What follows belongs to an exercise in optimizing a design on an open flow for small area, a short achievable clock period and few clock cycles per item; a production flow would make more cautious choices. At most, simulation tests tie the RTL to the original design; equivalence was not proved.

Setup of job 101:
==> module mult_enc, before the edit <==
module mult_enc(input x2, input x1, input x0, output one, output two);
  assign one = x1 ^ x0;
  assign two = (x2 & ~x1 & ~x0) | (~x2 & x1 & x0);
endmodule
Settings: LEC_CHECK=0, CAP_MARGIN=20, CORE_MARGIN=2, CORE_UTILIZATION=60, GPL_TIMING_DRIVEN=0, PLACE_DENSITY=0.75, SETUP_SLACK_MARGIN=0.05, SLEW_MARGIN=20, SYNTH_HIERARCHICAL=1; clock period 3.5 ns.
standard.sh (not shown) runs the stock make flow with config.mk's settings and CLKGATE_MAP_FILE= SYNTH_SCRIPT=/design/flow/synth_recipe.tcl, a recipe that flattens the netlist after the stock synthesis.
==> flow/flow/run.sh <==
#!/bin/bash
set -euo pipefail
export BUFFER_PORTS_ARGS="-buffer_cell sky130_fd_sc_hd__buf_2"
bash standard.sh > standard_flow.log 2>&1
Testbench counts of job 101, summed over its fixed seeds: cycles 9,600, items 2,400.
[inputs] job 102 vs job 101
--- a/flow/design.v
+++ b/flow/design.v
@@ -4,14 +4,22 @@
   mult_enc u_enc (.x2(x2), .x1(x1), .x0(x0), .one(b1), .two(b2));
   mult_ao u_a1 (.s(s), .x(b1), .e(e1), .y(one));
   mult_ao u_a2 (.s(s), .x(b2), .e(e2), .y(two));
   mult_ao u_a3 (.s(s), .x(x2), .e(en), .y(neg));
 endmodule
 module mult_enc(input x2, input x1, input x0, output one, output two);
-  assign one = x1 ^ x0;
-  assign two = (x2 & ~x1 & ~x0) | (~x2 & x1 & x0);
+  logic t;
+  mult_x2 u_one (.a(x1), .b(x0), .y(one));
+  mult_xn2 u_t (.a(x2), .b(x1), .y(t));
+  mult_nor2 u_two (.a(one), .b(t), .y(two));
+endmodule
+module mult_xn2(input a, input b, output y);
+  assign y = ~(a ^ b);
+endmodule
+module mult_nor2(input a, input b, output y);
+  assign y = ~(a | b);
 endmodule
 module mult_ao(input s, input x, input e, output y);
   assign y = e | (s & x);
 endmodule
 module mult_fa(input a, input b, input c, output s, output co);
   assign s  = a ^ b ^ c;
Findings:
Between job 101 and job 102, the difference in storage element area is negligible.
Comparing job 101 against job 102, there is no change at all in count of sequential standard cells.
From job 101 to job 102 the numbers moved as follows: clock latency on the worst-skew pair neither gained nor lost much, share of the core filled with cells lost 0.85 points, die boundary height comparable.
Compared to job 101, job 102 reaches a higher achievable clock.
Testbench counts of job 102, summed over its fixed seeds: cycles 9,600, items 2,400.

---

Setup of old:
mult, a different RTL version from the one above (not shown whole).
Size in the first run: roughly 17000 um^2 of cells after synthesis.
export LEC_CHECK = 0
export CAP_MARGIN = 20
export CORE_MARGIN = 2
export CORE_UTILIZATION = 60
export GPL_TIMING_DRIVEN = 0
export PLACE_DENSITY = 0.75
export SETUP_SLACK_MARGIN = 0.1
export SLEW_MARGIN = 20
export SYNTH_HIERARCHICAL = 1
create_clock -name core_clock -period 3.5 [get_ports {clk}]
Scripts as last shown in full above: flow/flow/run.sh
The inputs of new differ from those of old as listed below.
--- a/flow/design.v
+++ b/flow/design.v
@@ -3,24 +3,27 @@
   logic b1, b2;
   mult_enc u_enc (.x2(x2), .x1(x1), .x0(x0), .one(b1), .two(b2));
   mult_ao u_a1 (.s(s), .x(b1), .e(e1), .y(one));
   mult_ao u_a2 (.s(s), .x(b2), .e(e2), .y(two));
   mult_ao u_a3 (.s(s), .x(x2), .e(en), .y(neg));
 endmodule
 module mult_enc(input x2, input x1, input x0, output one, output two);
   logic t;
   mult_x2 u_one (.a(x1), .b(x0), .y(one));
   mult_xn2 u_t (.a(x2), .b(x1), .y(t));
   mult_nor2 u_two (.a(one), .b(t), .y(two));
 endmodule
+module mult_and2(input a, input b, output y);
+  assign y = a & b;
+endmodule
 module mult_xn2(input a, input b, output y);
   assign y = ~(a ^ b);
 endmodule
 module mult_nor2(input a, input b, output y);
   assign y = ~(a | b);
 endmodule
 module mult_ao(input s, input x, input e, output y);
   assign y = e | (s & x);
 endmodule
 module mult_fa(input a, input b, input c, output s, output co);
   assign s  = a ^ b ^ c;
   assign co = (a & b) | (a & c) | (b & c);
@@ -168,25 +171,27 @@
   assign pp2[32:17] = (({1'b0, a_in[31:17]} & {16{one2[1]}}) | ({a_in[31:16]} & {16{two2[1]}})) ^ {16{neg2[1]}};
   assign pp3[16:0]  = (({a_in[16:0]} & {17{one3[0]}}) | ({a_in[15:0], 1'b0} & {17{two3[0]}})) ^ {17{neg3[0]}};
   assign pp3[32:17] = (({1'b0, a_in[31:17]} & {16{one3[1]}}) | ({a_in[31:16]} & {16{two3[1]}})) ^ {16{neg3[1]}};
   assign pp4[16:0]  = (({a_in[16:0]} & {17{one4[0]}}) | ({a_in[15:0], 1'b0} & {17{two4[0]}})) ^ {17{neg4[0]}};
   assign pp4[32:17] = (({1'b0, a_in[31:17]} & {16{one4[1]}}) | ({a_in[31:16]} & {16{two4[1]}})) ^ {16{neg4[1]}};
   assign pp5[16:0]  = (({a_in[16:0]} & {17{one5[0]}}) | ({a_in[15:0], 1'b0} & {17{two5[0]}})) ^ {17{neg5[0]}};
   assign pp5[32:17] = (({1'b0, a_in[31:17]} & {16{one5[1]}}) | ({a_in[31:16]} & {16{two5[1]}})) ^ {16{neg5[1]}};
   logic [63:0] sh_s, sh_c, init_s;
   assign sh_s = {s_reg[51:0], 12'b0};
   assign sh_c = {c_reg[51:0], 12'b0};
   assign init_s = 64'h0000005555555600;
   logic [63:0] c_init;
-  assign c_init = {24'b0, a_in & {32{b_in[31]}}, 8'b0};
+  logic b31s;
+  mult_and2 u_b31 (.a(start), .b(b_in[31]), .y(b31s));
+  assign c_init = {24'b0, a_in & {32{b31s}}, 8'b0};
   assign accs = start ? init_s : sh_s;
   assign accc = start ? c_init : sh_c;
   logic t1, t2;
   logic t3, t4;
   logic t5, t6;
   logic t7, t8;
   logic t9, t10;
   logic t11, t12;
   logic t13, t14;
   logic t15, t16;
   logic t17, t18;
   logic t19, t20;
Higher average wire per standard cell goes to new over old.
Summary of new over old: register area neither gained nor lost much; total via count after detailed routing shows no meaningful change; setup slack of the critical path after layout now smaller; multi-input gate share of total cell area level; non-filler instance count after layout closely matched the old numbers.
new vs. old: relative area change from synthesis to final layout went up, final routed wirelength across all metal layers went up, final core utilization went up.
new reached the end of the flow, and the finished layout is clean on the timing, DRC and antenna checks.
Every stage of the flow completed for old, and the final layout passed the timing, DRC and antenna checks.
Function was not checked in any run of this note: the RTL went through the layout flow alone.

==> port drivers added, routing unchanged <==
The flow's constraints put no driver on any port. The routed layouts listed below were extracted and timed again, unchanged, in two steps.
Step 1: set_driving_cell puts a clkbuf_16 on clk and a buf_2 on each other input, an assumption about the parent block.
Step 2 times the ports against the registers' clock, not the clock port: input delays grow and output delays shrink by t, the midpoint of the rising clock arrivals with the driver on.
Slacks: ideal / step 1 / step 2; pairs: ideal / step 1.
run	shift t [ns]	setup slack, ns	worst hold slack (ns)
job 101	0.483	0.064 / 0.027 / -0.389	0.032 / 0.005 / 0.444
job 102	0.496	0.086 / 0.031 / -0.316	0.029 / -0.006 / 0.441
old	0.485	0.078 / 0.024 / -0.352	0.051 / 0.017 / 0.430
new	0.488	0.033 / -0.017 / -0.302	0.023 / -0.004 / 0.433
With both steps, setup timing fails in every run listed, where it was met with ideal ports. The setup slack of job 101, which loses most, moves by -0.037 ns with the drivers and by -0.453 ns with both steps.
